Source: an optimization exercise on an open RTL-to-GDS flow (aim: small area). Production flows keep margins and buffers that such runs may drop.
Only simulation tests tie the RTL to the original design; equivalence was not proved.
Power figures rest on the tool's default switching activity, not on a simulated workload.

[design/flow/config.mk]
export PLATFORM = sky130hd
export DESIGN_NAME = Mitm
export DESIGN_NICKNAME = Mitm
export VERILOG_FILES = /design/flow/design.v
export SDC_FILE = /design/flow/constraint.sdc
export NUM_CORES = 4
export LEC_CHECK = 0
export CAP_MARGIN = 20
export CORE_MARGIN = 2
export CORE_UTILIZATION = 60
export SLEW_MARGIN = 20
[design/flow/constraint.sdc]
create_clock -name core_clock -period 10.0 [get_ports {CLK}]
set_input_delay 2.0000 -clock core_clock [delete_from_list [all_inputs] [get_ports {CLK}]]
set_output_delay 2.0000 -clock core_clock [all_outputs]
set_load 0.01 [all_outputs]
[design/flow/design.v]
`timescale 1ns / 1ps
module Receiver(
	input wire clk,
	input wire rst,
	input wire din,
	output reg [7:0] data,
	output wire valid
	);
localparam [8:0] C0 = 9'd237;
reg d;           
reg [2:0] i;     
reg [8:0] cnt;
wire idle  = ~d & ~i[1];
wire start = ~d & i[1] & ~i[0];
wire stop  = ~d & i[1] & i[0];
wire e139  = ~cnt[6] & ~cnt[5] & ~cnt[4] & cnt[3] & cnt[2] & cnt[0];
wire e278  = cnt[8] & ~cnt[7] & ~cnt[5] & cnt[4] & ~cnt[3] & cnt[0];
wire e140  = cnt[8] & cnt[6] & ~cnt[3] & ~cnt[1];
assign valid = ~d & ~i[1] & i[0];
wire wr = d & e139;
always @(posedge clk) begin
	cnt <= (idle | e278) ? C0 : {~cnt[7:0], cnt[8] ^ cnt[1]};
	if (wr & ~i[2] & ~i[1] & ~i[0]) data[0] <= din;
	if (wr & ~i[2] & ~i[1] &  i[0]) data[1] <= din;
	if (wr & ~i[2] &  i[1] & ~i[0]) data[2] <= din;
	if (wr & ~i[2] &  i[1] &  i[0]) data[3] <= din;
	if (wr &  i[2] & ~i[1] & ~i[0]) data[4] <= din;
	if (wr &  i[2] & ~i[1] &  i[0]) data[5] <= din;
	if (wr &  i[2] &  i[1] & ~i[0]) data[6] <= din;
	if (wr &  i[2] &  i[1] &  i[0]) data[7] <= din;
	if (rst) begin
		d <= 1'b0; i <= 3'd0;
	end else if (idle) begin
		i <= din ? 3'd0 : 3'd2;
	end else if (start) begin
		if (e139 && din) i <= 3'd0;
		else if (e278) begin d <= 1'b1; i <= 3'd0; end
	end else if (stop) begin
		if (e139 && !din) i <= 3'd0;
		else if (e140) i <= 3'd1;
	end else if (e278) begin
		i[0] <= ~i[0];
		i[1] <= i[1] ^ i[0];
		i[2] <= i[2] ^ (i[1] & i[0]);
		if (i[2] & i[1] & i[0]) begin d <= 1'b0; i <= 3'd3; end
	end
end
endmodule
`timescale 1ns / 1ps
module Transmitter #(parameter EARLY = 0) (
	input wire clk,
	input wire rst,
	input wire en,
	output wire [2:0] idx,
	input wire bit_in,
	output reg dout
	);
localparam [8:0] C0 = 9'd0;
reg d;
reg [2:0] i;
reg [8:0] cnt;
wire ready = ~d & ~i[1];
wire start = ~d & i[1] & ~i[0];
wire stop  = ~d & i[1] & i[0];
wire e0    = ~cnt[7] & ~cnt[5] & ~cnt[4] & ~cnt[3] & ~cnt[1];
wire e278  = cnt[8] & cnt[7] & cnt[6] & cnt[4] & ~cnt[1] & cnt[0];
assign idx = i;
always @(posedge clk) begin
	cnt <= (ready | e278) ? C0 : {~cnt[7:0], cnt[8] ^ cnt[1]};
	if (rst | ~d & ~start)
		dout <= 1'b1;
	else if (start)
		dout <= 1'b0;
	else if (e0)
		dout <= bit_in;
	if (rst) begin
		d <= 1'b0; i <= 3'd0;
	end else if (ready) begin
		if (EARLY && i[0]) i <= 3'd2;
		else if (en) i <= EARLY ? 3'd1 : 3'd2;
	end else if (e278) begin
		if (start) begin
			d <= 1'b1; i <= 3'd0;
		end else if (stop) begin
			i <= {2'b00, EARLY != 0 && en};
		end else begin
			i[0] <= ~i[0];
			i[1] <= i[1] ^ i[0];
			i[2] <= i[2] ^ (i[1] & i[0]);
			if (i[2] & i[1] & i[0]) begin d <= 1'b0; i <= 3'd3; end
		end
	end
end
endmodule
`timescale 1ns / 1ps
module Mitm(
	input wire CLK,
	input wire rst,  
	input wire RX,
	output wire TX,
	output wire C4,  
	output wire C5,  
	input wire C6,  
	input wire C7,  
	output reg LED1
);
reg [1:0] state;
wire green  = ~state[1];
wire normal = ~state[0];
reg grn, fwd_bs, fwd_bg;
wire [7:0] data, bs_data_rx, bg_data_rx;
wire usb_valid, bs_valid, bg_valid;
wire [2:0] usb_idx, bs_idx, bg_idx;
Receiver r_usb(.clk(CLK), .rst(rst), .din(RX), .data(data), .valid(usb_valid));
Receiver r_bs (.clk(CLK), .rst(rst), .din(C6), .data(bs_data_rx), .valid(bs_valid));
Receiver r_bg (.clk(CLK), .rst(rst), .din(C7), .data(bg_data_rx), .valid(bg_valid));
wire [7:0] G = 8'd71;
wire bg_en = green | normal & bs_valid;
wire bs_en = green | normal & bg_valid & ~bs_valid;
Transmitter t_usb(.clk(CLK), .rst(rst), .en(usb_valid), .idx(usb_idx),
	.bit_in(data[usb_idx]), .dout(TX));
Transmitter #(1) t_bs(.clk(CLK), .rst(rst), .en(bs_en), .idx(bs_idx),
	.bit_in(fwd_bs ? bg_data_rx[bs_idx] : grn & G[bs_idx]), .dout(C4));
Transmitter #(1) t_bg(.clk(CLK), .rst(rst), .en(bg_en), .idx(bg_idx),
	.bit_in(fwd_bg ? bs_data_rx[bg_idx] : grn & G[bg_idx]), .dout(C5));
wire cmd = usb_valid & (data[7:4] == 4'b0100) & data[2] & data[1] & (data[3] | data[0]);
always @(posedge CLK) begin
	if (rst) begin
		state <= 2'b11;
		LED1 <= 1'b0;
		grn <= 1'b0;
		fwd_bs <= 1'b0;
		fwd_bg <= 1'b0;
	end else begin
		if (cmd) begin
			LED1 <= ~LED1;
			state <= {data[3], data[0]};
		end
		if (normal) begin
			if (bs_valid) fwd_bg <= 1'b1;
			else if (bg_valid) fwd_bs <= 1'b1;
		end else begin
			grn <= green;
			fwd_bs <= 1'b0;
			fwd_bg <= 1'b0;
		end
	end
end
endmodule
[design/flow/flow/run.sh]
#!/bin/bash
# The standard layout, with three changes:
# - synthesis maps the logic with area-oriented ABC scripts (flow/synth_area.tcl):
#   each flow/abc_*.script is tried in a synthesis of its own and the one
#   giving the smallest cell area is used for the layout;
# - clock tree: no dummy loads on the leaf nets;
# - port buffers: the smallest buffer (repair may still resize it).
# Each tool's output goes to a log file in this folder.
set -euo pipefail
W=$PWD
export CTS_ARGS="-sink_clustering_enable -repair_clock_nets -dont_use_dummy_load -root_buf sky130_fd_sc_hd__clkbuf_8 -buf_list sky130_fd_sc_hd__clkbuf_4 -sink_clustering_size 14 -sink_clustering_max_diameter 60"
export BUFFER_PORTS_ARGS="-buffer_cell sky130_fd_sc_hd__buf_1"

trial() {
  local s=$1 n
  n=$(basename "$s" .script)
  AREA_ABC_SCRIPT="$s" make -C "$FLOW_HOME" DESIGN_CONFIG="$W/config.mk" WORK_HOME="$W/trial_$n" \
    CLKGATE_MAP_FILE= SYNTH_SCRIPT="$W/flow/synth_area.tcl" synth > "$W/trial_$n.log" 2>&1 || return 0
  awk '/Chip area for module/ {print $NF}' "$W/trial_$n/reports/$FLOW_PLATFORM/Mitm/base/synth_stat.txt" \
    > "$W/trial_$n.area"
}
pids=()
for s in "$W"/flow/abc_*.script; do
  trial "$s" &
  pids+=($!)
  if (( ${#pids[@]} >= ${NUM_CORES:-4} )); then wait "${pids[0]}"; pids=("${pids[@]:1}"); fi
done
wait
best=$(for f in "$W"/trial_*.area; do [[ -s $f ]] && echo "$(cat "$f") $(basename "$f" .area)"; done | sort -g | head -1 | awk '{print $2}')
best=${best#trial_}
echo "areas:"; for f in "$W"/trial_*.area; do echo "  $(basename "$f" .area) $(cat "$f")"; done
echo "using $best"
rm -rf "$W"/trial_*/
export AREA_ABC_SCRIPT="$W/flow/$best.script"
bash standard.sh SYNTH_SCRIPT="$W/flow/synth_area.tcl" synth > synth.log 2>&1
bash standard.sh finish > standard.log 2>&1
[design/flow/flow/abc_s1.script]
strash
dch
map -a
topo
dnsize -c
[design/flow/flow/abc_s12.script]
strash
dch -f
map -a
strash
dch -f
map -a
strash
dch -f
map -a
topo
[design/flow/flow/abc_t10.script]
&get -n
&st
&syn3
&syn3
&dch -f
&nf -R 1000 -p -F 8 -A 4
&put
topo
[design/flow/flow/abc_t11.script]
&get -n
&st
&syn3
&dch -f
&nf -R 1000 -p -C 32 -F 16 -A 8
&put
topo
[design/flow/flow/abc_t2.script]
&get -n
&st
&syn2
&dch -f
&nf -R 1000 -p -F 8 -A 4
&put
topo
[design/flow/flow/abc_t5.script]
&get -n
&st
&syn2
&dch -f
&nf -R 1000 -p -C 32 -F 8 -A 4
&put
topo
[design/flow/flow/abc_t6.script]
&get -n
&st
&syn2
&dch -f
&nf -R 1000 -p -F 8 -A 4
&st
&syn2
&dch -f
&nf -R 1000 -p -F 8 -A 4
&put
topo
[design/flow/flow/abc_t8.script]
&get -n
&st
&syn3
&dch -f
&nf -R 1000 -p -F 8 -A 4
&put
topo
[design/flow/flow/synth_area.tcl]
# synth_recipe.tcl (the standard synthesis) with one change: ABC maps the
# logic with an area-oriented script (abc_area.script beside this file)
# instead of ORFS's delay-oriented one. Registers are mapped before ABC runs,
# so they are the same as in the standard synthesis.
proc synth {args} { yosys synth -nofsm -noshare {*}$args }
proc abc {args} {
  set i [lsearch $args -script]
  if { $i >= 0 } { lset args [expr {$i + 1}] $::env(AREA_ABC_SCRIPT) }
  yosys abc {*}$args
}
source $::env(SCRIPTS_DIR)/synth.tcl
# left out here: clear keep_hierarchy, flatten, clean up, hide names made inside functions, write 1_2_yosys.v
[design/flow/standard.sh]
#!/bin/bash
# synth_recipe.tcl (not shown) runs the flow's synth.tcl, then flattens the netlist and writes it again
# the make line also repeats each setting of config.mk as NAME=value (left out here)
make -C /OpenROAD-flow-scripts/flow DESIGN_CONFIG=/design/flow/config.mk WORK_HOME=/design/flow/orfs CLKGATE_MAP_FILE= SYNTH_SCRIPT=/design/flow/synth_recipe.tcl "${@:-finish}"
==> impl_metrics.csv, run 1 <==
group,metric,value,unit
cells_and_area,postLayoutCoreUtil,65.2,%
synthesis,synth.most_common_cell,"dfxtp_1",
global_routing,grt_max_degree,34,
hold_path,hold_path.startpoint,"r_bg.cnt[5]$_SDFF_PP1_",
clock_tree,post-cts-setup-buffer-count,0,
critical_path,depth_of_the_critical_timing_path_with_buffers_and_inverters_included,6,
route,drc_errors,0,
route,dr_vias_cell,5.72,
power_and_ir_drop,cellInternalPower,550,µW
clock_tree,numClockSinks,111,
power_and_ir_drop,net_switching_share_of_the_total_power,20.3,%
critical_path,critPathMaxFanout,11,
timing,fin_worst_skew,0.0250,ns
critical_path,crit-reg2reg-launch,"r_bs.cnt[0]$_SDFF_PP1_",
synthesis,mappedNetlistNets,460,
floorplan,floorplan.die.height,89.3,µm
timing,setup-tns-final,0,ns
critical_path,timing.critical_path.to_type,"flip-flop",
global_routing,grt_use_total,21.0,%
floorplan,std_cell_rows,31,
floorplan,full_die_area,7980,µm²
synthesis,yosys-top-cells-count,"dfxtp_1, nor2_1, nand2_1",
synthesis,synthFlopType,"dfxtp_1",
timing,slew_headroom,30.2,%
clock_tree,cts_resized,0,
global_routing,first_global_vias,3040,
power_and_ir_drop,seq_power_share,67.9,%
synthesis,fraction_of_synthesis_flops_using_an_asynchronous_set_or_reset_pin,0,%
synthesis,average_instance_area_after_synthesis,9.73,µm²
global_routing,remaining_overflow_grt,0,
critical_path,timing.critical_path.max_delay_family,"compound AO/OA/AOI/OAI gates",
critical_path,ff2ff_path_depth,7,
critical_path,slowest_cell_on_the_critical_path,"o41ai_1",
power_and_ir_drop,leakagePower,1.59,nW
floorplan,effective_utilization_at_floorplan,61.2,%
route,routed_wl,7760,µm
synthesis,area_contributors_post_synth,"dfxtp_1, edfxtp_1, nor2_1",
clock_tree,clock_path_buffers,2,
floorplan,coreArea,7140,µm²
timing,unrepaired_setup_endpoints_after_global_routing,"false",
critical_path,crit_end,"r_bg.i[2]$_SDFFE_PP0P_",
timing,finalHoldViolations,0,
power_and_ir_drop,power.switching,140,µW
route,vias,3235,
synthesis,combined_area_of_all_synthesized_cells,4370,µm²
hold_path,min-delay-path-class,"flip-flop to flip-flop",
clock_tree,clk-insertion-delay-late,0.37,ns
route,detail_route.wl_per_cell,13.7,µm
run_status,result_of_the_run,"no timing/DRC/antenna violations",
critical_path,slowest_delay,0.61,ns
synthesis,synth_seq_cells,111,
synthesis,post_synth_inst_count,449,
critical_path,crit-reg2reg-capture,"r_bs.i[2]$_SDFFE_PP0P_",
clock_tree,cts_hold_buf,0,
timing,setup-violations-final,0,
power_and_ir_drop,clock_power_share,29.3,%
critical_path,setup.worst_path.start,"C7",
placed_design,place_hpwl,5520,µm
clock_tree,cts_tree,"yes",
synthesis,synth_largest_type_area_fraction,39.9,%
cells_and_area,num-nets-final,480,
power_and_ir_drop,vdd_drop_max,0.000140,V
critical_path,cells_along_the_critical_path,"buf_1 -> nor2b_1 -> o41ai_1 -> nor3b_1 -> o21ai_0 -> a21oi_1",
timing,timing.final.crit_share,32.1,%
critical_path,worstSetupStartpointType,"input pin",
timing,fmax,0.311,GHz
run,max_cap_violations,0,
placed_design,gp_congestion,0.826,
critical_path,setup_slack_of_the_most_critical_reg_to_reg_path,7.61,ns
route,antenna_violating_nets_post_route,0,
cells_and_area,num_antenna_cells,0,
cells_and_area,layout_overhead_on_the_synthesized_area,6.53,%
placed_design,buffer_ports.inserted,8,
clock_tree,cts-buffers-inserted,9,
synthesis,post-synth-top-area-cell,"dfxtp_1",
power_and_ir_drop,combPwrFrac,2.7,%
power_and_ir_drop,power.density_cell_area,148,nW/µm²
floorplan,boundaryPins,9,
route,drt_iter0_drc,126,
global_routing,grt_antenna_before_repair,0,
critical_path,cp_data_required_time,10.22,ns
clock_tree,clk_transition_reported_paths,0.09,ns
critical_path,worst-setup-path-type,"input pin to flip-flop",
critical_path,cp.buffers_inverters,1,
critical_path,cp.arrival,3.43,ns
floorplan,chipWidth,89.3,µm
cells_and_area,layout-drive-gt1-share,3.43,%
synthesis,synth_sequential_area_ratio,56.4,%
clock_tree,cts_htree_levels,3,
timing,timing.final.crit_period,3.21,ns
global_routing,global_route_wire_length_before_repair,13200,µm
synthesis,synth.yosys.warnings,4,
timing,timing_worst_slew_pin_value,1.03,ns
timing,number_of_pins_with_negative_max_slew_slack_in_the_final_report,0,
synthesis,ys_types,38,
route,drt-pass1-iter-count,4,
synthesis,synth_enable_flop_cells,24,
clock_tree,clock-root-buffer,"clkbuf_8",
## through the flow
step                      hold WS (ns)  cell area (µm²)  instances  setup WS, ns  total power, mW
after floorplan                  0.354             4370        449          7.03            0.490
after global placement           0.361             4530        557          6.51            0.498
after detailed placement         0.367             4530        557          6.45            0.499
after global routing             0.386             4650        566          6.62            0.720
final                            0.368             4650        566          6.79            0.691
after CTS                        0.372             4650        566          6.81            0.700
## how the worst min path moves through the flow
stage                              to  slack (ns)  cells past startpoint
2_1_floorplan  r_bs.cnt[3]$_SDFF_PP1_        0.35                      1
3_3_place_gp   r_bg.cnt[6]$_SDFF_PP1_        0.36                      1
3_5_place_dp   r_bg.cnt[3]$_SDFF_PP1_        0.37                      1
4_1_cts        r_bg.cnt[6]$_SDFF_PP1_        0.37                      1
5_1_grt        r_bg.cnt[6]$_SDFF_PP1_        0.39                      1
6_report       r_bg.cnt[6]$_SDFF_PP1_        0.37                      1
## layout make-up
type                    count  area (µm²)
clock buffers               9         124
flip-flops and latches    111        2460
fillers                   647        2480
repair buffers              9        37.5
inverters                  12        45.0
well taps                  99         124
multi-input cells         326        1860
## cells in the final DEF, fill, tap and decap left out, types with 8 or more instances in the layout
master	count
dfxtp_1	87
nor2_1	78
nand2_1	45
o21ai_0	31
a21oi_1	29
edfxtp_1	24
nor3_1	21
nand3_1	14
a31oi_1	13
clkinv_1	12
clkbuf_8	9
nand2b_1	8
buf_1	8
## logic make-up (layout without fill, tap and decap cells)
| family | count (synthesis) | in the layout | share of synthesized area [%] |
|---|---|---|---|
| AO/OA/AOI/OAI | 91 | 91 | 12.0 |
| multiplexers | 11 | 11 | 4.24 |
| flip-flops | 111 | 111 | 56.4 |
| AND/OR/NAND/NOR | 211 | 211 | 23.3 |
| adder cells (fa/ha/maj) | 6 | 6 | 1.72 |
| buffers and inverters | 12 | 30 | 1.03 |
| XOR/XNOR | 7 | 7 | 1.40 |
## worst register-to-register path: stages, from the launching register on
cell and delay [ns]:
dfxtp_1 0.34, nor2b_1 0.16, nand2_1 0.08, nor4b_1 0.83
o22ai_1 0.37, nor3b_1 0.26, o21ai_0 0.12, a21oi_1 0.15
## flip-flops by register name, indices dropped and copies added (netlist names), 2 cells and up
signal / flops
r_bg.cnt: 9
t_usb.cnt: 9
r_bg.data: 8
r_usb.cnt: 9
t_bg.i: 3
t_bs.i: 3
r_bs.cnt: 9
r_usb.i: 3
r_bs.i: 3
t_bs.cnt: 9
r_bs.data: 8
t_usb.i: 3
t_bg.cnt: 9
state: 2
r_bg.i: 3
r_usb.data: 8
## metal layers
metal	wire, µm	track usage [%]	part of all wire [%]	vias up
li1	-	-	-	1656
met1	3660	26.4	47	1533
met2	3810	35.8	49	38
met3	205	5.91	2.6	8
met4	80	5.70	1.0	0
met5	0	0	0	-
## power groups by stage
stage                     Sequential [mW]  Clock [mW]  Combinational, mW
after global routing                0.470       0.228             0.0216
after CTS                           0.469       0.212             0.0191
after floorplan                     0.478           0             0.0120
final                               0.469       0.203             0.0188
after detailed placement            0.480           0             0.0190
after global placement              0.479           0             0.0185
==> run 2, diff against run 1 <==
==> design/flow/flow/abc_t14.script (new file) <==
&get -n
&st
&syn3
&dch -f
&nf -R 1000 -p -F 8 -A 4
&put
mfs3 -ae
topo
==> design/flow/flow/abc_u1.script (new file) <==
&get -n
&st
&syn3
&dch -f
&nf -R 1000 -p -F 8 -A 4
&put
mfs3 -aer
mfs3 -ae
topo
==> design/flow/flow/abc_u10.script (new file) <==
&get -n
&st
&syn3
&put
strash
&get -n
&dch -f
&nf -R 1000 -p -F 8 -A 4
&put
mfs3 -ae
strash
&get -n
&dch -f
&nf -R 1000 -p -F 8 -A 4
&put
mfs3 -ae
strash
&get -n
&dch -f
&nf -R 1000 -p -F 8 -A 4
&put
mfs3 -ae
strash
&get -n
&dch -f
&nf -R 1000 -p -F 8 -A 4
&put
mfs3 -ae
topo
==> design/flow/flow/abc_u4.script (new file) <==
&get -n
&st
&syn3
&dch -f
&nf -R 1000 -p -F 8 -A 4
&put
mfs3 -ae
strash
&get -n
&dch -f
&nf -R 1000 -p -F 8 -A 4
&put
mfs3 -ae
topo
==> design/flow/flow/abc_u5.script (new file) <==
&get -n
&st
&put
strash
&get -n
&syn3
&dch -f
&nf -R 1000 -p -F 8 -A 4
&put
mfs3 -ae
strash
&get -n
&dch -f
&nf -R 1000 -p -F 8 -A 4
&put
mfs3 -ae
strash
&get -n
&dch -f
&nf -R 1000 -p -F 8 -A 4
&put
mfs3 -ae
topo
==> design/flow/flow/abc_u7.script (new file) <==
&get -n
&st
&put
strash
&get -n
&dch -f
&nf -R 1000 -p -F 8 -A 4
&put
mfs3 -ae
strash
&get -n
&dch -f
&nf -R 1000 -p -F 8 -A 4
&put
mfs3 -ae
strash
&get -n
&dch -f
&nf -R 1000 -p -F 8 -A 4
&put
mfs3 -ae
strash
&get -n
&dch -f
&nf -R 1000 -p -F 8 -A 4
&put
mfs3 -ae
topo
==> design/flow/flow/abc_u9.script (new file) <==
&get -n
&st
&put
strash
&get -n
&dch -f
&nf -R 1000 -p -F 8 -A 4
&put
mfs3 -ae
strash
&get -n
&dch -f
&nf -R 1000 -p -F 8 -A 4
&put
mfs3 -ae
strash
&get -n
&dch -f
&nf -R 1000 -p -F 8 -A 4
&put
mfs3 -ae
strash
&get -n
&dch -f
&nf -R 1000 -p -F 8 -A 4
&put
mfs3 -ae
strash
&get -n
&dch -f
&nf -R 1000 -p -F 8 -A 4
&put
mfs3 -ae
strash
&get -n
&dch -f
&nf -R 1000 -p -F 8 -A 4
&put
mfs3 -ae
topo
removed: design/flow/flow/abc_s1.script
removed: design/flow/flow/abc_s12.script
removed: design/flow/flow/abc_t10.script
removed: design/flow/flow/abc_t11.script
removed: design/flow/flow/abc_t2.script
removed: design/flow/flow/abc_t5.script
removed: design/flow/flow/abc_t6.script
==> run 2 against run 1 <==
Utilization increased by 1.5 points. Die area decreased by 1.4%. Sequential share of layout area increased by 0.81 points. Non-clock buffer count unchanged. Area after synthesis decreased by 1.5%. Clock power about the same. First-iteration DRC count increased by 49%. Hold slack improved by 0.020 ns. Combinational power increased by 120%. Global-route usage increased by 0.21 points. Synthesized cell count decreased by 0.89%. Critical endpoint is now r_bs.i[0]$_SDFFE_PP0P_. Largest cell class unchanged. Highest routed layer unchanged.
==> impl_metrics.csv, run 2 <==
group,metric,value,unit
power_and_ir_drop,vdd_drop_max,0.000117,V
timing,setup-violations-final,0,
clock_tree,cts-buffers-inserted,9,
synthesis,synth_seq_cells,111,
placed_design,place_hpwl,5240,µm
clock_tree,cts_tree,"yes",
synthesis,fraction_of_synthesis_flops_using_an_asynchronous_set_or_reset_pin,0,%
synthesis,combined_area_of_all_synthesized_cells,4300,µm²
floorplan,floorplan.die.height,88.7,µm
power_and_ir_drop,clock_power_share,27.6,%
critical_path,cp.arrival,3.25,ns
power_and_ir_drop,combPwrFrac,5.6,%
run,max_cap_violations,0,
timing,number_of_pins_with_negative_max_slew_slack_in_the_final_report,0,
cells_and_area,layout_overhead_on_the_synthesized_area,6.54,%
synthesis,yosys-top-cells-count,"dfxtp_1, nor2_1, nand2_1",
critical_path,setup_slack_of_the_most_critical_reg_to_reg_path,7.93,ns
cells_and_area,num-nets-final,476,
synthesis,synth.yosys.warnings,4,
clock_tree,clk-insertion-delay-late,0.36,ns
run_status,result_of_the_run,"no timing/DRC/antenna violations",
power_and_ir_drop,power.total,732,µW
timing,setup-tns-final,0,ns
floorplan,boundaryPins,9,
route,drc_errors,0,
critical_path,critPathMaxFanout,11,
cells_and_area,design_area,4580,µm²
critical_path,crit-reg2reg-launch,"r_usb.cnt[0]$_SDFF_PP1_",
power_and_ir_drop,seq_power_share,66.8,%
route,antenna_violating_nets_post_route,0,
cells_and_area,layout-drive-gt1-share,3.46,%
synthesis,post_synth_inst_count,445,
critical_path,timing.critical_path.to_type,"flip-flop",
timing,hold-worst-slack,0.388,ns
floorplan,coreArea,6870,µm²
timing,fin_worst_skew,0.0244,ns
floorplan,std_cell_rows,30,
critical_path,ff2ff_path_depth,9,
clock_tree,post-cts-setup-buffer-count,0,
synthesis,synth_enable_flop_cells,24,
cells_and_area,most_common_library_cell_in_the_layout_ignoring_fill_and_taps,"dfxtp_1",
route,drt_iter0_drc,188,
hold_path,min-delay-path-class,"flip-flop to flip-flop",
global_routing,first_global_vias,2976,
critical_path,worstSetupStartpointType,"input pin",
floorplan,chipWidth,88.7,µm
global_routing,grtUsageMet3,6.25,%
floorplan,full_die_area,7870,µm²
power_and_ir_drop,cellInternalPower,572,µW
placed_design,placedInstanceArea,4460,µm²
route,routed_wl,7460,µm
synthesis,mappedNetlistNets,456,
critical_path,crit-reg2reg-capture,"r_usb.i[0]$_SDFFE_PP0P_",
timing,timing_worst_slew_pin_value,0.873,ns
synthesis,area_contributors_post_synth,"dfxtp_1, edfxtp_1, nor2_1",
clock_tree,clock_path_buffers,2,
global_routing,grtUsageMet1,27.0,%
cells_and_area,fill_cells,585,
power_and_ir_drop,net_switching_share_of_the_total_power,21.9,%
critical_path,worst-setup-path-type,"input pin to flip-flop",
power_and_ir_drop,leakagePower,1.54,nW
synthesis,synth_sequential_area_ratio,57.2,%
synthesis,average_instance_area_after_synthesis,9.67,µm²
cells_and_area,num_antenna_cells,0,
power_and_ir_drop,power.density_cell_area,160,nW/µm²
timing,timing.final.crit_period,3.04,ns
synthesis,ys_types,31,
clock_tree,clock-root-buffer,"clkbuf_8",
clock_tree,cts_hold_buf,0,
synthesis,synth_largest_type_area_fraction,40.5,%
hold_path,worst_hold_path.endpoint,"t_bg.cnt[3]$_SDFF_PP0_",
timing,worst_slack,6.96,ns
critical_path,cp_data_required_time,10.21,ns
timing,finalHoldViolations,0,
global_routing,grt_max_degree,34,
timing,slew_headroom,41.2,%
global_routing,met2_global_route_usage,35.8,%
power_and_ir_drop,power.switching,160,µW
route,drt-pass1-iter-count,4,
critical_path,setup.worst_path.start,"C6",
clock_tree,clk_transition_reported_paths,0.08,ns
synthesis,post-synth-top-area-cell,"dfxtp_1",
timing,fmax,0.329,GHz
route,dr_vias_cell,5.73,
global_routing,global_route_wire_length_before_repair,13200,µm
clock_tree,numClockSinks,111,
synthesis,synthFlopType,"dfxtp_1",
floorplan,effective_utilization_at_floorplan,62.6,%
cells_and_area,most-common-layout-cells,"dfxtp_1, nor2_1, nand2_1",
global_routing,grt_use_total,21.3,%
placed_design,buffer_ports.inserted,8,
timing,timing.final.crit_share,30.4,%
global_routing,grt_antenna_before_repair,0,
timing,unrepaired_setup_endpoints_after_global_routing,"false",
global_routing,remaining_overflow_grt,0,
placed_design,gp_congestion,0.810,
route,vias,3202,
route,detail_route.wl_per_cell,13.4,µm
clock_tree,cts_resized,0,
synthesis,synth.most_common_cell,"dfxtp_1",
hold_path,hold_path.startpoint,"t_bg.cnt[2]$_SDFF_PP0_",
clock_tree,cts_htree_levels,3,
hold_path,timing.hold.worst_path_depth,1,
placed_design,pre_cts_ws,6.64,ns
global_routing,grt_most_used_layer,"met2",
-- run 2: worst max path at each step --
stage,to,cells past startpoint
3_3_place_gp,r_usb.i[0]$_SDFFE_PP0P_,6
4_1_cts,r_bs.i[0]$_SDFFE_PP0P_,6
2_1_floorplan,r_bs.i[0]$_SDFFE_PP0P_,6
6_report,r_bs.i[0]$_SDFFE_PP0P_,6
5_1_grt,r_bg.i[0]$_SDFFE_PP0P_,7
3_5_place_dp,r_bs.i[0]$_SDFFE_PP0P_,6
-- run 2: critical path: stages --
cell	delay (ns)
buf_1	0.30
o21ai_0	0.20
o22ai_1	0.34
xnor2_1	0.10
o21ai_0	0.20
a21oi_1	0.10
-- run 2: power by group through the flow --
| stage | registers [mW] | logic (mW) | clock network [mW] |
|---|---|---|---|
| floorplan | 0.495 | 0.0306 | 0 |
| global placement | 0.499 | 0.0401 | 0 |
| detailed placement | 0.499 | 0.0412 | 0 |
| CTS | 0.489 | 0.0416 | 0.212 |
| global route | 0.492 | 0.0470 | 0.228 |
| finish | 0.489 | 0.0410 | 0.202 |
-- run 2: layer usage --
metal  vias up  share of wire (%)
li1       1643                  -
met1      1509                 48
met2        46                 48
met3         4                3.1
met4         0               0.71
met5         -                  0
-- run 2: cell families (layout without fill, tap and decap cells) --
kind of cell | count (synthesis) | in the layout | synth area share [%]
xor+xnor | 9 | 9 | 1.83
simple gates | 214 | 214 | 22.5
flops | 111 | 111 | 57.2
buf+inv | 8 | 26 | 0.698
mux | 13 | 13 | 4.77
compound gates | 84 | 84 | 11.2
fa+ha+maj | 6 | 6 | 1.74
-- run 2: cell type report --
cell class	instances	area (µm²)	area share, %
Clock buffer	9	124	2.70
Sequential cell	111	2460	53.7
Multi-Input combinational cell	326	1810	39.5
Tap cell	96	120	2.62
Timing Repair Buffer	9	37.5	0.819
Inverter	8	30.0	0.655
-- run 2: stage by stage --
stage	cells	utilization (%)
after global placement	550	64.9
after global routing	559	66.7
after floorplan	445	-
final	559	66.7
after CTS	559	66.7
after detailed placement	550	64.9
==> run 3, diff against run 2 <==
--- a/design/flow/design.v
+++ b/design/flow/design.v
@@ -6,20 +6,18 @@
 	output reg [7:0] data,
 	output wire valid
 	);
-localparam [8:0] C0 = 9'd237;
-reg d;           
-reg [2:0] i;     
+reg d;
+reg [2:0] i;
 reg [8:0] cnt;
-wire idle  = ~d & ~i[1];
-wire start = ~d & i[1] & ~i[0];
-wire stop  = ~d & i[1] & i[0];
-wire e139  = ~cnt[6] & ~cnt[5] & ~cnt[4] & cnt[3] & cnt[2] & cnt[0];
-wire e278  = cnt[8] & ~cnt[7] & ~cnt[5] & cnt[4] & ~cnt[3] & cnt[0];
-wire e140  = cnt[8] & cnt[6] & ~cnt[3] & ~cnt[1];
-assign valid = ~d & ~i[1] & i[0];
-wire wr = d & e139;
+wire idle  = ~d & ~i[2] & ~i[1];
+wire start = ~d & ~i[2] & i[1] & ~i[0];
+wire stop  = ~d & ~i[2] & i[1] & i[0];
+wire last  = ~d & i[2];
+wire chk   = ~cnt[6] & cnt[5] & ~cnt[3] & cnt[2] & ~cnt[1] & ~cnt[0];
+wire wr    = d & chk;
+assign valid = ~d & ~i[2] & ~i[1] & i[0];
 always @(posedge clk) begin
-	cnt <= (idle | e278) ? C0 : {~cnt[7:0], cnt[8] ^ cnt[1]};
+	cnt <= idle ? 9'd0 : {~cnt[7:0], cnt[8] ^ (cnt[3] | cnt[4] & cnt[0])};
 	if (wr & ~i[2] & ~i[1] & ~i[0]) data[0] <= din;
 	if (wr & ~i[2] & ~i[1] &  i[0]) data[1] <= din;
 	if (wr & ~i[2] &  i[1] & ~i[0]) data[2] <= din;
@@ -32,17 +30,19 @@
 		d <= 1'b0; i <= 3'd0;
 	end else if (idle) begin
 		i <= din ? 3'd0 : 3'd2;
-	end else if (start) begin
-		if (e139 && din) i <= 3'd0;
-		else if (e278) begin d <= 1'b1; i <= 3'd0; end
-	end else if (stop) begin
-		if (e139 && !din) i <= 3'd0;
-		else if (e140) i <= 3'd1;
-	end else if (e278) begin
-		i[0] <= ~i[0];
-		i[1] <= i[1] ^ i[0];
-		i[2] <= i[2] ^ (i[1] & i[0]);
-		if (i[2] & i[1] & i[0]) begin d <= 1'b0; i <= 3'd3; end
+	end else if (last) begin
+		i <= 3'd1;
+	end else if (chk) begin
+		if (start) begin
+			d <= ~din; i <= 3'd0;
+		end else if (stop) begin
+			i <= din ? 3'd4 : 3'd0;
+		end else begin
+			i[0] <= ~i[0];
+			i[1] <= i[1] ^ i[0];
+			i[2] <= i[2] ^ (i[1] & i[0]);
+			if (i[2] & i[1] & i[0]) begin d <= 1'b0; i <= 3'd3; end
+		end
 	end
 end
 endmodule
--- a/design/flow/config.mk
+++ b/design/flow/config.mk
@@ -8,4 +8,5 @@
 export CAP_MARGIN = 20
 export CORE_MARGIN = 2
 export CORE_UTILIZATION = 60
+export GPL_TIMING_DRIVEN = 0
 export SLEW_MARGIN = 20
==> run 3 against run 2 <==
Clock skew is 0.0022 ns higher. Still clean. First-iteration DRC count is 36% lower. Combinational power grew to 4.0 times the previous value. Synthesized cell count is 3.4% lower. Critical path type is now flip-flop to primary output. Critical endpoint is now LED1. Final cell count is 2.9% lower. Sequential power is about 20% higher. Maximum frequency is 6.3% higher. Global-route usage is 1.2 points lower.
==> impl_metrics.csv, run 3 <==
group,metric,value,unit
synthesis,mappedNetlistNets,441,
critical_path,setup.worst_path.start,"LED1$_SDFFE_PP0P_",
synthesis,synth_largest_type_area_fraction,41.3,%
placed_design,gp_congestion,0.820,
timing,timing_worst_slew_pin_value,0.706,ns
critical_path,cp.arrival,0.86,ns
global_routing,remaining_overflow_grt,0,
synthesis,combined_area_of_all_synthesized_cells,4210,µm²
critical_path,slowest_cell_on_the_critical_path,"dfxtp_1",
timing,fmax,0.349,GHz
route,drt_iter0_drc,121,
route,drc_errors,0,
cells_and_area,num_antenna_cells,0,
power_and_ir_drop,vdd_drop_max,0.000130,V
synthesis,synthFlopType,"dfxtp_1",
power_and_ir_drop,leakagePower,1.59,nW
synthesis,synth.yosys.warnings,4,
critical_path,timing.critical_path.max_delay_family,"flip-flops",
clock_tree,clk-insertion-delay-late,0.36,ns
placed_design,pre_cts_ws,6.97,ns
critical_path,depth_of_the_critical_timing_path_with_buffers_and_inverters_included,1,
cells_and_area,layout-drive-gt1-share,4.25,%
timing,timing.final.crit_share,28.6,%
critical_path,crit-reg2reg-launch,"r_bs.i[1]$_SDFFE_PP0P_",
cells_and_area,most-common-layout-cells,"nor2_1, dfxtp_1, a21oi_1",
timing,worst_slack,7.14,ns
cells_and_area,most_common_library_cell_in_the_layout_ignoring_fill_and_taps,"nor2_1",
synthesis,average_instance_area_after_synthesis,9.80,µm²
synthesis,area_contributors_post_synth,"dfxtp_1, edfxtp_1, nor2_1",
floorplan,boundaryPins,9,
placed_design,placedInstanceArea,4370,µm²
clock_tree,cts-buffers-inserted,9,
synthesis,post-synth-top-area-cell,"dfxtp_1",
synthesis,synth_enable_flop_cells,24,
route,vias,3058,
timing,unrepaired_setup_endpoints_after_global_routing,"false",
clock_tree,post-cts-setup-buffer-count,0,
synthesis,yosys-top-cells-count,"nor2_1, dfxtp_1, a21oi_1",
power_and_ir_drop,power.density_cell_area,212,nW/µm²
run,max_cap_violations,0,
clock_tree,clock_path_buffers,2,
route,wl_met3,190,µm
cells_and_area,fill_cells,566,
critical_path,cp.buffers_inverters,1,
synthesis,synth.most_common_cell,"nor2_1",
critical_path,cells_along_the_critical_path,"buf_1",
placed_design,place_hpwl,4780,µm
hold_path,timing.hold.worst_path_depth,1,
timing,setup-tns-final,0,ns
run_status,result_of_the_run,"no timing/DRC/antenna violations",
clock_tree,cts_tree,"yes",
route,detail_route.wl_per_cell,12.7,µm
global_routing,first_global_vias,2748,
clock_tree,numClockSinks,111,
cells_and_area,design_area,4500,µm²
timing,hold-worst-slack,0.385,ns
floorplan,floorplan.die.height,87.8,µm
cells_and_area,num-nets-final,460,
floorplan,std_cell_rows,30,
route,met1_length,3430,µm
critical_path,worstSetupStartpointType,"flip-flop",
clock_tree,clk_transition_reported_paths,0.07,ns
route,drt-pass1-iter-count,4,
critical_path,worst-setup-path-type,"flip-flop to primary output",
critical_path,timing.critical_path.to_type,"primary output",
global_routing,grt_antenna_before_repair,0,
route,routed_wl,6910,µm
route,dr_vias_cell,5.63,
timing,finalHoldViolations,0,
hold_path,min-delay-path-class,"flip-flop to flip-flop",
synthesis,fraction_of_synthesis_flops_using_an_asynchronous_set_or_reset_pin,0,%
global_routing,grt_use_total,20.1,%
clock_tree,cts_htree_levels,3,
global_routing,global_route_wire_length_before_repair,12200,µm
critical_path,slowest_delay,0.35,ns
route,dr.max_layer_used,"met4",
synthesis,synth_sequential_area_ratio,58.4,%
synthesis,post_synth_inst_count,430,
route,antenna_violating_nets_post_route,0,
timing,fin_worst_skew,0.0267,ns
global_routing,grt_max_degree,34,
timing,setup-violations-final,0,
synthesis,synth_seq_cells,111,
timing,slew_headroom,52.5,%
floorplan,chipWidth,87.8,µm
critical_path,cp_data_required_time,8.00,ns
critical_path,critPathMaxFanout,2,
clock_tree,cts_hold_buf,0,
floorplan,effective_utilization_at_floorplan,62.0,%
cells_and_area,layout_overhead_on_the_synthesized_area,6.89,%
placed_design,buffer_ports.inserted,8,
clock_tree,clock-root-buffer,"clkbuf_8",
timing,timing.final.crit_period,2.86,ns
clock_tree,cts_resized,0,
route,met2RoutedLength,3220,µm
floorplan,full_die_area,7710,µm²
synthesis,ys_types,40,
hold_path,hold_path.startpoint,"t_bg.cnt[2]$_SDFF_PP0_",
timing,number_of_pins_with_negative_max_slew_slack_in_the_final_report,0,
floorplan,coreArea,6790,µm²
critical_path,ff2ff_path_depth,8,
-- run 3: kinds of logic (layout without fill, tap and decap cells) --
kind of cell    count (synthesis)  after routing  share of synthesized area, %
compound gates                 92             92                          13.4
xor+xnor                        9              9                          1.87
fa+ha+maj                       6              6                          1.78
buf+inv                        16             33                          1.43
flops                         111            111                          58.4
mux                             7              7                          3.45
simple gates                  189            189                          19.7
-- run 3: layout make-up --
| type | count | area (µm²) | share of cell area (%) |
|---|---|---|---|
| Clock buffer | 9 | 124 | 2.75 |
| Inverter | 16 | 60.1 | 1.33 |
| Multi-Input combinational cell | 303 | 1710 | 37.9 |
| Sequential cell | 111 | 2460 | 54.7 |
| Tap cell | 96 | 120 | 2.67 |
| Timing Repair Buffer | 8 | 31.3 | 0.695 |
-- run 3: layer usage --
metal	up-vias	track usage, %
li1	1582	-
met1	1433	27.5
met2	37	31.7
met3	6	5.00
met4	0	6.29
met5	-	0
-- run 3: final timing paths --
kind / endpoint / slack (ns)
setup / recovery: LED1 / 7.14
hold / removal: t_bg.cnt[3]$_SDFF_PP0_ / 0.38
setup reg to reg: t_bs.i[2]$_SDFFE_PP0P_ / 7.28
hold reg to reg: t_bg.cnt[3]$_SDFF_PP0_ / 0.38
-- run 3: power breakdown --
group	leakage (nW)	internal (mW)	switching [mW]	total, mW
sequential	0.927	0.524	0.0616	0.586
combinational	0.598	0.0741	0.0917	0.166
clock	0.0647	0.0811	0.122	0.203
total	1.59	0.679	0.275	0.955
-- run 3: metrics by stage --
step / std cells / total power, mW / utilization, %
finish: 543 / 0.955 / 66.3
global route: 543 / 1.02 / 66.3
CTS: 543 / 0.966 / 66.1
detailed placement: 534 / 0.762 / 64.3
global placement: 534 / 0.756 / 64.2
floorplan: 430 / 0.715 / -
==> run 4, diff against run 3 <==
--- a/design/flow/config.mk
+++ b/design/flow/config.mk
@@ -8,5 +8,4 @@
 export CAP_MARGIN = 20
 export CORE_MARGIN = 2
 export CORE_UTILIZATION = 60
-export GPL_TIMING_DRIVEN = 0
 export SLEW_MARGIN = 20
==> run 4 against run 3 <==
Clock power about the same. Largest power group unchanged. Highest routed layer unchanged. First-iteration DRC count increased by 21%. Combinational power increased by 3%. Hold slack improved by 0.00094 ns. Final cell count increased by 0.74%. Global-route usage increased by 0.38 points. Worst setup slack got worse by 0.030 ns. Non-clock buffer count increased by 4.
==> impl_metrics.csv, run 4 <==
group,metric,value,unit
power_and_ir_drop,power.density_cell_area,212,nW/µm²
timing,setup-violations-final,0,
synthesis,post-synth-top-area-cell,"dfxtp_1",
route,routed_wl,7060,µm
route,antenna_violating_nets_post_route,0,
clock_tree,clock-root-buffer,"clkbuf_8",
critical_path,critPathMaxFanout,2,
power_and_ir_drop,vdd_drop_max,0.000146,V
cells_and_area,layout_overhead_on_the_synthesized_area,7.22,%
global_routing,first_global_vias,2816,
floorplan,boundaryPins,9,
synthesis,post_synth_inst_count,430,
clock_tree,clock_path_buffers,2,
critical_path,cells_along_the_critical_path,"buf_1",
synthesis,synthFlopType,"dfxtp_1",
run_status,result_of_the_run,"no timing/DRC/antenna violations",
timing,slew_headroom,51.8,%
cells_and_area,num_antenna_cells,0,
floorplan,effective_utilization_at_floorplan,62.0,%
synthesis,average_instance_area_after_synthesis,9.80,µm²
global_routing,grt_use_total,20.5,%
floorplan,chipWidth,87.8,µm
clock_tree,cts_htree_levels,3,
floorplan,std_cell_rows,30,
power_and_ir_drop,combPwrFrac,17.8,%
route,vias,3064,
hold_path,min-delay-path-class,"flip-flop to flip-flop",
power_and_ir_drop,net_switching_share_of_the_total_power,28.8,%
route,drt_iter0_drc,147,
placed_design,gp_congestion,0.817,
global_routing,remaining_overflow_grt,0,
power_and_ir_drop,seq_power_share,61.1,%
timing,unrepaired_setup_endpoints_after_global_routing,"false",
placed_design,place_hpwl,4950,µm
cells_and_area,layout-drive-gt1-share,4.21,%
synthesis,synth_enable_flop_cells,24,
route,detail_route.wl_per_cell,12.9,µm
synthesis,synth.most_common_cell,"nor2_1",
power_and_ir_drop,leakagePower,1.60,nW
floorplan,floorplan.die.height,87.8,µm
cells_and_area,most-common-layout-cells,"nor2_1, dfxtp_1, a21oi_1",
run,max_cap_violations,0,
timing,timing_worst_slew_pin_value,0.715,ns
clock_tree,cts_hold_buf,0,
critical_path,timing.critical_path.to_type,"primary output",
synthesis,synth.yosys.warnings,4,
global_routing,global_route_wire_length_before_repair,12400,µm
synthesis,ys_types,40,
clock_tree,post-cts-setup-buffer-count,0,
clock_tree,cts_resized,0,
critical_path,worst-setup-path-type,"flip-flop to primary output",
power_and_ir_drop,power.total,959,µW
synthesis,area_contributors_post_synth,"dfxtp_1, edfxtp_1, nor2_1",
critical_path,slowest_delay,0.38,ns
placed_design,buffer_ports.inserted,8,
cells_and_area,fill_cells,578,
cells_and_area,num-nets-final,464,
timing,timing.final.crit_share,28.9,%
cells_and_area,ff_latch_area,2460,µm²
timing,fin_worst_skew,0.0254,ns
critical_path,cp.buffers_inverters,1,
power_and_ir_drop,cellInternalPower,683,µW
timing,finalHoldViolations,0,
cells_and_area,most_common_library_cell_in_the_layout_ignoring_fill_and_taps,"nor2_1",
synthesis,synth_largest_type_area_fraction,41.3,%
power_and_ir_drop,power.switching,276,µW
synthesis,mappedNetlistNets,441,
critical_path,cp.arrival,0.89,ns
critical_path,cp_data_required_time,8.00,ns
clock_tree,clk-insertion-delay-late,0.35,ns
cells_and_area,multi_input_comb_area,1690,µm²
timing,number_of_pins_with_negative_max_slew_slack_in_the_final_report,0,
synthesis,fraction_of_synthesis_flops_using_an_asynchronous_set_or_reset_pin,0,%
clock_tree,clk_transition_reported_paths,0.10,ns
route,drc_errors,0,
power_and_ir_drop,clock_power_share,21.1,%
synthesis,combined_area_of_all_synthesized_cells,4210,µm²
floorplan,full_die_area,7710,µm²
clock_tree,cts-buffers-inserted,9,
critical_path,timing.critical_path.max_delay_family,"flip-flops",
global_routing,grt_antenna_before_repair,0,
timing,fmax,0.346,GHz
synthesis,synth_seq_cells,111,
timing,setup-tns-final,0,ns
critical_path,slowest_cell_on_the_critical_path,"dfxtp_1",
clock_tree,cts_tree,"yes",
route,drt-pass1-iter-count,4,
synthesis,synth_sequential_area_ratio,58.4,%
global_routing,grt_max_degree,34,
critical_path,worstSetupStartpointType,"flip-flop",
route,dr_vias_cell,5.60,
timing,timing.final.crit_period,2.89,ns
floorplan,coreArea,6790,µm²
clock_tree,numClockSinks,111,
synthesis,yosys-top-cells-count,"nor2_1, dfxtp_1, a21oi_1",
[run 4: cell types whose count changed in the layout (fill, tap and decap cells not counted), sizes merged]
cell,change
buf,+4
[run 4: stage by stage]
| step | cell area [µm²] | util [%] | setup WS [ns] | hold slack, ns | std cells |
|---|---|---|---|---|---|
| floorplan | 4210 | - | 7.49 | 0.368 | 430 |
| global route | 4520 | 66.5 | 7.07 | 0.395 | 547 |
| finish | 4520 | 66.5 | 7.11 | 0.385 | 547 |
| global placement | 4390 | 64.7 | 7.08 | 0.370 | 538 |
| detailed placement | 4390 | 64.7 | 6.98 | 0.378 | 538 |
| CTS | 4520 | 66.5 | 7.08 | 0.385 | 547 |
[run 4: layout make-up]
| cell class | count | area share (%) |
|---|---|---|
| clock buffers | 9 | 2.74 |
| inverters | 16 | 1.33 |
| multi-input cells | 303 | 37.4 |
| flip-flops and latches | 111 | 54.5 |
| well taps | 96 | 2.66 |
| repair buffers | 12 | 1.33 |
[run 4: worst paths after layout]
path                                from                      to  slack (ns)  cells past startpoint
setup / recovery       LED1$_SDFFE_PP0P_                    LED1        7.11                      1
setup reg to reg  r_bs.i[2]$_SDFFE_PP0P_  t_bs.i[2]$_SDFFE_PP0P_        7.55                      8
hold / removal    t_bg.cnt[2]$_SDFF_PP0_  t_bg.cnt[3]$_SDFF_PP0_        0.39                      1
hold reg to reg   t_bg.cnt[2]$_SDFF_PP0_  t_bg.cnt[3]$_SDFF_PP0_        0.39                      1
[run 4: power by group through the flow]
stage               clock network, mW  logic, mW  registers, mW
CTS                             0.210      0.173          0.586
global route                    0.224      0.200          0.597
detailed placement                  0      0.171          0.596
floorplan                           0      0.135          0.580
finish                          0.202      0.171          0.586
global placement                    0      0.167          0.595
[run 4: logic make-up after synthesis]
kind of cell    share of synthesized area (%)
buf+inv                                  1.43
flops                                    58.4
fa+ha+maj                                1.78
mux                                      3.45
xor+xnor                                 1.87
simple gates                             19.7
compound gates                           13.4
[run 4: worst register-to-register path, stage by stage, from the launching register on]
cell and delay [ns]:
dfxtp_1 0.43, nor3_1 0.50, nand2_1 0.20, nand3_1 0.12, o21ai_0 0.11, o41ai_1 0.50
clkinv_1 0.21, a21oi_1 0.18, nor3_1 0.06
[run 4: layer usage]
layer | track usage, % | routed length, µm | vias to the layer above
met5 | 0 | 0 | -
met4 | 6.99 | 33 | 0
met3 | 4.24 | 223 | 2
met2 | 33.0 | 3360 | 49
met1 | 27.7 | 3440 | 1420
li1 | - | - | 1593
==> run 5, diff against run 4 <==
==> design/flow/config.mk (replaced) <==
export PLATFORM = sky130hd
export DESIGN_NAME = Mitm
export DESIGN_NICKNAME = Mitm
export VERILOG_FILES = /design/flow/design.v
export SDC_FILE = /design/flow/constraint.sdc
export NUM_CORES = 4
export LEC_CHECK = 0
export CAP_MARGIN = 0
export CORE_MARGIN = 2
export CORE_UTILIZATION = 60
export GPL_TIMING_DRIVEN = 0
export SLEW_MARGIN = 0
==> run 5 against run 4 <==
First-iteration DRC count is 14% lower. Final area is 0.64% lower. Die area unchanged. Synthesized cell count unchanged. Sequential power about the same. Hold slack got worse by 0.0012 ns. Sequential cell count is the same. Critical path type is now flip-flop to flip-flop. Critical endpoint is now t_bs.i[2]$_SDFFE_PP0P_. Largest cell class unchanged. Largest power group unchanged.
==> impl_metrics.csv, run 5 <==
group,metric,value,unit
synthesis,synth.yosys.warnings,4,
critical_path,cp.arrival,3.30,ns
global_routing,grt_max_degree,34,
critical_path,setup.worst_path.start,"r_bs.i[1]$_SDFFE_PP0P_",
power_and_ir_drop,combPwrFrac,17.4,%
hold_path,hold_path.startpoint,"t_bg.cnt[2]$_SDFF_PP0_",
floorplan,floorplan.die.height,87.8,µm
timing,slew_headroom,23.4,%
timing,timing.final.crit_share,30.8,%
power_and_ir_drop,clock_power_share,21.5,%
synthesis,synthFlopType,"dfxtp_1",
timing,setup-violations-final,0,
placed_design,place_hpwl,4770,µm
critical_path,cp_data_required_time,10.22,ns
route,routed_wl,6920,µm
clock_tree,clock_path_buffers,2,
route,drc_errors,0,
power_and_ir_drop,vdd_drop_max,0.000137,V
power_and_ir_drop,seq_power_share,61.1,%
synthesis,area_contributors_post_synth,"dfxtp_1, edfxtp_1, nor2_1",
cells_and_area,finish.cell_count_without_fillers,543,
synthesis,ys_types,40,
clock_tree,clock-root-buffer,"clkbuf_8",
cells_and_area,layout-drive-gt1-share,3.58,%
floorplan,chipWidth,87.8,µm
critical_path,ff2ff_path_depth,8,
placed_design,gp_congestion,0.820,
critical_path,setup_slack_of_the_most_critical_reg_to_reg_path,6.92,ns
critical_path,crit-reg2reg-launch,"r_bs.i[1]$_SDFFE_PP0P_",
cells_and_area,most_common_library_cell_in_the_layout_ignoring_fill_and_taps,"nor2_1",
synthesis,combined_area_of_all_synthesized_cells,4210,µm²
power_and_ir_drop,power.total,956,µW
hold_path,worst_hold_path.endpoint,"t_bg.cnt[3]$_SDFF_PP0_",
route,drt_iter0_drc,127,
power_and_ir_drop,net_switching_share_of_the_total_power,29.0,%
timing,unrepaired_setup_endpoints_after_global_routing,"false",
synthesis,synth_seq_cells,111,
cells_and_area,fill_cells,565,
cells_and_area,num_antenna_cells,0,
critical_path,critPathMaxFanout,12,
timing,timing.final.crit_period,3.08,ns
run,max_cap_violations,0,
timing,hold-worst-slack,0.384,ns
synthesis,post_synth_inst_count,430,
power_and_ir_drop,power.switching,277,µW
clock_tree,numClockSinks,111,
run_status,result_of_the_run,"no timing/DRC/antenna violations",
timing,timing_worst_slew_pin_value,1.14,ns
clock_tree,clk-insertion-delay-late,0.36,ns
synthesis,synth_enable_flop_cells,24,
global_routing,grt_antenna_before_repair,0,
floorplan,coreArea,6790,µm²
power_and_ir_drop,cellInternalPower,679,µW
critical_path,crit-reg2reg-capture,"t_bs.i[2]$_SDFFE_PP0P_",
cells_and_area,multi_input_comb_area,1690,µm²
placed_design,buffer_ports.inserted,8,
timing,finalHoldViolations,0,
clock_tree,cts-buffers-inserted,9,
cells_and_area,layout_overhead_on_the_synthesized_area,6.53,%
cells_and_area,ff_latch_area,2460,µm²
critical_path,timing.critical_path.to_type,"flip-flop",
hold_path,min-delay-path-class,"flip-flop to flip-flop",
timing,fmax,0.325,GHz
route,antenna_violating_nets_post_route,0,
timing,number_of_pins_with_negative_max_slew_slack_in_the_final_report,0,
synthesis,fraction_of_synthesis_flops_using_an_asynchronous_set_or_reset_pin,0,%
cells_and_area,num-nets-final,460,
critical_path,worst-setup-path-type,"flip-flop to flip-flop",
global_routing,remaining_overflow_grt,0,
placed_design,numPlacedInstances,534,
synthesis,average_instance_area_after_synthesis,9.80,µm²
synthesis,synth.most_common_cell,"nor2_1",
critical_path,cells_along_the_critical_path,"nor3_1 -> nand2_1 -> nand3_1 -> o21ai_0 -> o41ai_1 -> clkinv_1 -> a21oi_1 -> nor3_1",
global_routing,first_global_vias,2778,
synthesis,synth_largest_type_area_fraction,41.3,%
floorplan,boundaryPins,9,
floorplan,full_die_area,7710,µm²
synthesis,yosys-top-cells-count,"nor2_1, dfxtp_1, a21oi_1",
critical_path,slowest_cell_on_the_critical_path,"nor3_1",
timing,fin_worst_skew,0.0285,ns
clock_tree,cts_htree_levels,3,
power_and_ir_drop,leakagePower,1.59,nW
clock_tree,cts_resized,0,
clock_tree,cts_hold_buf,0,
floorplan,effective_utilization_at_floorplan,62.0,%
synthesis,mappedNetlistNets,441,
global_routing,grt_use_total,20.3,%
power_and_ir_drop,power.density_cell_area,213,nW/µm²
critical_path,slowest_delay,0.96,ns
synthesis,synth_sequential_area_ratio,58.4,%
hold_path,timing.hold.worst_path_depth,1,
route,dr_vias_cell,5.60,
clock_tree,clk_transition_reported_paths,0.09,ns
route,drt-pass1-iter-count,4,
floorplan,std_cell_rows,30,
route,detail_route.wl_per_cell,12.8,µm
route,vias,3042,
cells_and_area,most-common-layout-cells,"nor2_1, dfxtp_1, a21oi_1",
critical_path,worstSetupStartpointType,"flip-flop",
global_routing,global_route_wire_length_before_repair,12200,µm
clock_tree,post-cts-setup-buffer-count,0,
synthesis,post-synth-top-area-cell,"dfxtp_1",
clock_tree,cts_tree,"yes",
critical_path,critical-path-top-cell-by-count,"nor3_1",
timing,setup-tns-final,0,ns
-- run 5: cell counts after synthesis --
No cell type changed its count.
-- run 5: worst max-delay path, delay by kind of cell, from the launching register on --
| kind | cells | cell delay, ns |
|---|---|---|
| buf+inv | 1 | 0.25 |
| compound gates | 3 | 0.84 |
| simple gates | 4 | 1.41 |
| flops | 1 | 0.43 |
-- run 5: area by class of cell --
type	count	share of cell area (%)
Sequential cell	111	54.9
Multi-Input combinational cell	303	37.7
Tap cell	96	2.68
Clock buffer	9	2.76
Timing Repair Buffer	8	0.697
Inverter	16	1.34
-- run 5: worst max path at each step --
stage                     depth (start not counted)                endpoint
final                                             8  t_bs.i[2]$_SDFFE_PP0P_
after global routing                              8  t_bs.i[2]$_SDFFE_PP0P_
after CTS                                         8  t_bs.i[2]$_SDFFE_PP0P_
after detailed placement                          8  t_bs.i[2]$_SDFFE_PP0P_
after global placement                            4  r_bs.i[2]$_SDFFE_PP0P_
after floorplan                                   3  r_bg.i[1]$_SDFFE_PP0P_
-- run 5: per-stage QoR --
stage                     area, µm²  worst slack, ns  utilization (%)
after floorplan                4210             7.49                -
after global routing           4490             6.60             66.1
after detailed placement       4360             6.91             64.2
after CTS                      4490             6.89             66.1
after global placement         4360             6.47             64.2
final                          4490             6.92             66.1
-- run 5: power groups by stage --
stage                     logic, mW  registers, mW  clock network [mW]
final                         0.166          0.585               0.205
after global routing          0.194          0.597               0.234
after CTS                     0.167          0.585               0.215
after detailed placement      0.166          0.595                   0
after global placement        0.162          0.594                   0
after floorplan               0.135          0.580                   0
-- run 5: kinds of logic (layout without fill, tap and decap cells) --
family,count (synthesis),after routing,synth area share [%]
and+or+nand+nor,189,189,19.7
DFF,111,111,58.4
adders and majority gates,6,6,1.78
xor gates and xnor gates,9,9,1.87
muxes,7,7,3.45
buffers and inverters,16,33,1.43
AOI/OAI and AO/OA,92,92,13.4
-- run 5: per-layer routing --
| layer | global-route usage [%] | up-vias | part of all wire [%] |
|---|---|---|---|
| met5 | 0 | - | 0 |
| met4 | 8.25 | 0 | 1.4 |
| met3 | 4.81 | 11 | 2.7 |
| met2 | 32.2 | 39 | 46 |
| met1 | 27.2 | 1403 | 50 |
| li1 | - | 1589 | - |
==> run 6, diff against run 5 <==
--- a/design/flow/config.mk
+++ b/design/flow/config.mk
@@ -5,8 +5,8 @@
 export SDC_FILE = /design/flow/constraint.sdc
 export NUM_CORES = 4
 export LEC_CHECK = 0
-export CAP_MARGIN = 0
+export CAP_MARGIN = 5
 export CORE_MARGIN = 2
 export CORE_UTILIZATION = 60
 export GPL_TIMING_DRIVEN = 0
-export SLEW_MARGIN = 0
+export SLEW_MARGIN = 5
==> run 6 against run 5 <==
Still clean. Synthesized cell count stayed put. Sequential cell count stayed put. Via count stayed put. Total power stayed put. Combinational power hardly changed. Critical path depth stayed put. Largest cell class unchanged.
==> impl_metrics.csv, run 6 <==
group,metric,value,unit
clock_tree,clock_path_buffers,2,
route,detail_route.wl_per_cell,12.8,µm
critical_path,slowest_cell_on_the_critical_path,"nor3_1",
synthesis,synth_sequential_area_ratio,58.4,%
critical_path,worst-setup-path-type,"flip-flop to flip-flop",
run,max_cap_violations,0,
power_and_ir_drop,combPwrFrac,17.4,%
placed_design,buffer_ports.inserted,8,
synthesis,mappedNetlistNets,441,
route,drt-pass1-iter-count,4,
synthesis,area_contributors_post_synth,"dfxtp_1, edfxtp_1, nor2_1",
timing,slew_headroom,23.4,%
synthesis,combined_area_of_all_synthesized_cells,4210,µm²
synthesis,average_instance_area_after_synthesis,9.80,µm²
global_routing,remaining_overflow_grt,0,
power_and_ir_drop,power.switching,277,µW
synthesis,synth_enable_flop_cells,24,
synthesis,post_synth_inst_count,430,
hold_path,min-delay-path-class,"flip-flop to flip-flop",
route,vias,3042,
critical_path,cp.arrival,3.30,ns
global_routing,grt_max_degree,34,
synthesis,synth_seq_cells,111,
timing,setup-violations-final,0,
critical_path,setup_slack_of_the_most_critical_reg_to_reg_path,6.92,ns
timing,timing.final.crit_share,30.8,%
critical_path,critPathMaxFanout,12,
route,antenna_violating_nets_post_route,0,
placed_design,place_hpwl,4770,µm
synthesis,yosys-top-cells-count,"nor2_1, dfxtp_1, a21oi_1",
clock_tree,clock-root-buffer,"clkbuf_8",
clock_tree,cts_hold_buf,0,
route,drc_errors,0,
critical_path,crit-reg2reg-launch,"r_bs.i[1]$_SDFFE_PP0P_",
critical_path,worstSetupStartpointType,"flip-flop",
power_and_ir_drop,seq_power_share,61.1,%
critical_path,cells_along_the_critical_path,"nor3_1 -> nand2_1 -> nand3_1 -> o21ai_0 -> o41ai_1 -> clkinv_1 -> a21oi_1 -> nor3_1",
global_routing,first_global_vias,2778,
power_and_ir_drop,power.density_cell_area,213,nW/µm²
clock_tree,cts_htree_levels,3,
cells_and_area,num_antenna_cells,0,
critical_path,slowest_delay,0.96,ns
cells_and_area,layout_overhead_on_the_synthesized_area,6.53,%
global_routing,grt_use_total,20.3,%
placed_design,gp_congestion,0.820,
global_routing,grt_antenna_before_repair,0,
floorplan,effective_utilization_at_floorplan,62.0,%
route,drt_iter0_drc,127,
clock_tree,clk_transition_reported_paths,0.09,ns
floorplan,std_cell_rows,30,
synthesis,synthFlopType,"dfxtp_1",
timing,fmax,0.325,GHz
timing,timing_worst_slew_pin_value,1.14,ns
floorplan,floorplan.die.height,87.8,µm
floorplan,boundaryPins,9,
synthesis,ys_types,40,
hold_path,timing.hold.worst_path_depth,1,
floorplan,chipWidth,87.8,µm
timing,unrepaired_setup_endpoints_after_global_routing,"false",
hold_path,hold_path.startpoint,"t_bg.cnt[2]$_SDFF_PP0_",
clock_tree,cts_tree,"yes",
floorplan,full_die_area,7710,µm²
cells_and_area,most-common-layout-cells,"nor2_1, dfxtp_1, a21oi_1",
power_and_ir_drop,vdd_drop_max,0.000137,V
power_and_ir_drop,net_switching_share_of_the_total_power,29.0,%
timing,finalHoldViolations,0,
power_and_ir_drop,cellInternalPower,679,µW
run_status,result_of_the_run,"no timing/DRC/antenna violations",
clock_tree,numClockSinks,111,
floorplan,coreArea,6790,µm²
power_and_ir_drop,clock_power_share,21.5,%
clock_tree,clk-insertion-delay-late,0.36,ns
power_and_ir_drop,leakagePower,1.59,nW
route,dr_vias_cell,5.60,
cells_and_area,layout-drive-gt1-share,3.58,%
synthesis,synth_largest_type_area_fraction,41.3,%
synthesis,synth.yosys.warnings,4,
timing,number_of_pins_with_negative_max_slew_slack_in_the_final_report,0,
timing,setup-tns-final,0,ns
timing,hold-worst-slack,0.384,ns
global_routing,global_route_wire_length_before_repair,12200,µm
synthesis,fraction_of_synthesis_flops_using_an_asynchronous_set_or_reset_pin,0,%
clock_tree,cts-buffers-inserted,9,
hold_path,worst_hold_path.endpoint,"t_bg.cnt[3]$_SDFF_PP0_",
synthesis,post-synth-top-area-cell,"dfxtp_1",
critical_path,ff2ff_path_depth,8,
critical_path,critical-path-top-cell-by-count,"nor3_1",
timing,fin_worst_skew,0.0285,ns
clock_tree,post-cts-setup-buffer-count,0,
cells_and_area,num-nets-final,460,
cells_and_area,most_common_library_cell_in_the_layout_ignoring_fill_and_taps,"nor2_1",
critical_path,cp_data_required_time,10.22,ns
critical_path,timing.critical_path.to_type,"flip-flop",
synthesis,synth.most_common_cell,"nor2_1",
route,routed_wl,6920,µm
timing,timing.final.crit_period,3.08,ns
critical_path,crit-reg2reg-capture,"t_bs.i[2]$_SDFFE_PP0P_",
clock_tree,cts_resized,0,
[run 6: worst max-delay path: cells and delay by family (launching register included)]
family	cells	cell delay [ns]
simple gates	4	1.41
compound gates	3	0.84
flops	1	0.43
buf+inv	1	0.25
[run 6: cell type report]
cell class	instances	area, µm²
multi-input combinational	303	1690
sequential	111	2460
fill	565	2310
inverter	16	60.1
tap	96	120
clock buffer	9	124
timing repair buffer	8	31.3
[run 6: logic make-up after synthesis]
family                   count (synthesis)  synth area share [%]
AND/OR/NAND/NOR                        189                  19.7
flip-flops                             111                  58.4
multiplexers                             7                  3.45
AO/OA/AOI/OAI                           92                  13.4
adder cells (fa/ha/maj)                  6                  1.78
buffers and inverters                   16                  1.43
XOR/XNOR                                 9                  1.87
[run 6: routing by layer]
layer / vias up / routed length, µm / track usage [%]
met5: - / 0 / 0
met4: 0 / 95 / 8.25
met3: 11 / 190 / 4.81
met2: 39 / 3180 / 32.2
met1: 1403 / 3460 / 27.2
li1: 1589 / - / -
[run 6: power by group through the flow]
stage | Clock (mW) | Sequential [mW] | Combinational, mW
after floorplan | 0 | 0.580 | 0.135
after global placement | 0 | 0.594 | 0.162
after detailed placement | 0 | 0.595 | 0.166
after CTS | 0.215 | 0.585 | 0.167
after global routing | 0.234 | 0.597 | 0.194
final | 0.205 | 0.585 | 0.166
[run 6: worst max-delay path by stage]
stage | startpoint | to | slack (ns) | depth (start not counted)
floorplan | C7 | r_bg.i[1]$_SDFFE_PP0P_ | 7.49 | 3
global placement | rst | r_bs.i[2]$_SDFFE_PP0P_ | 6.47 | 4
detailed placement | r_bs.i[1]$_SDFFE_PP0P_ | t_bs.i[2]$_SDFFE_PP0P_ | 6.91 | 8
CTS | r_bs.i[1]$_SDFFE_PP0P_ | t_bs.i[2]$_SDFFE_PP0P_ | 6.89 | 8
global route | r_bs.i[1]$_SDFFE_PP0P_ | t_bs.i[2]$_SDFFE_PP0P_ | 6.60 | 8
finish | r_bs.i[1]$_SDFFE_PP0P_ | t_bs.i[2]$_SDFFE_PP0P_ | 6.92 | 8
[run 6: per-stage QoR]
stage	std cells	setup WS (ns)	utilization (%)	cell area [µm²]	total power, mW
floorplan	430	7.49	-	4210	0.715
global placement	534	6.47	64.2	4360	0.756
detailed placement	534	6.91	64.2	4360	0.761
CTS	543	6.89	66.1	4490	0.967
global route	543	6.60	66.1	4490	1.02
finish	543	6.92	66.1	4490	0.956

-- afterwards: timing with drivers on the ports --
How much do the figures lean on ideal ports? The routed layouts below were timed once more, with nothing changed but the port constraints.
Step 1: set_driving_cell puts a clkbuf_16 on CLK and a buf_2 on each other input, an assumption about the parent block.
Step 2, shift: input delay + t, output delay - t, t = (earliest + latest rising clock arrival at the registers) / 2. This alone moves slack from input paths to output paths.
Three values: ideal ports, drivers, drivers and shift; two values: the first two.
| run | shift t [ns] | setup WS [ns] | worst slew at a driven data input, ns |
|---|---|---|---|
| run 1 | 0.384 | 6.787 / 6.795 / 6.412 | 0.03 |
| run 2 | 0.375 | 6.958 / 6.965 / 6.590 | 0.03 |
| run 3 | 0.374 | 7.139 / 7.109 / 6.944 | 0.03 |
| run 4 | 0.371 | 7.109 / 7.077 / 6.965 | 0.03 |
| run 5 | 0.379 | 6.922 / 6.922 / 6.922 | 0.03 |
| run 6 | 0.379 | 6.922 / 6.922 / 6.922 | 0.03 |
After both steps setup and hold are still met in every run listed. For run 1, which loses most, drivers alone change the setup slack by +0.008 ns; drivers and shift together by -0.375 ns.
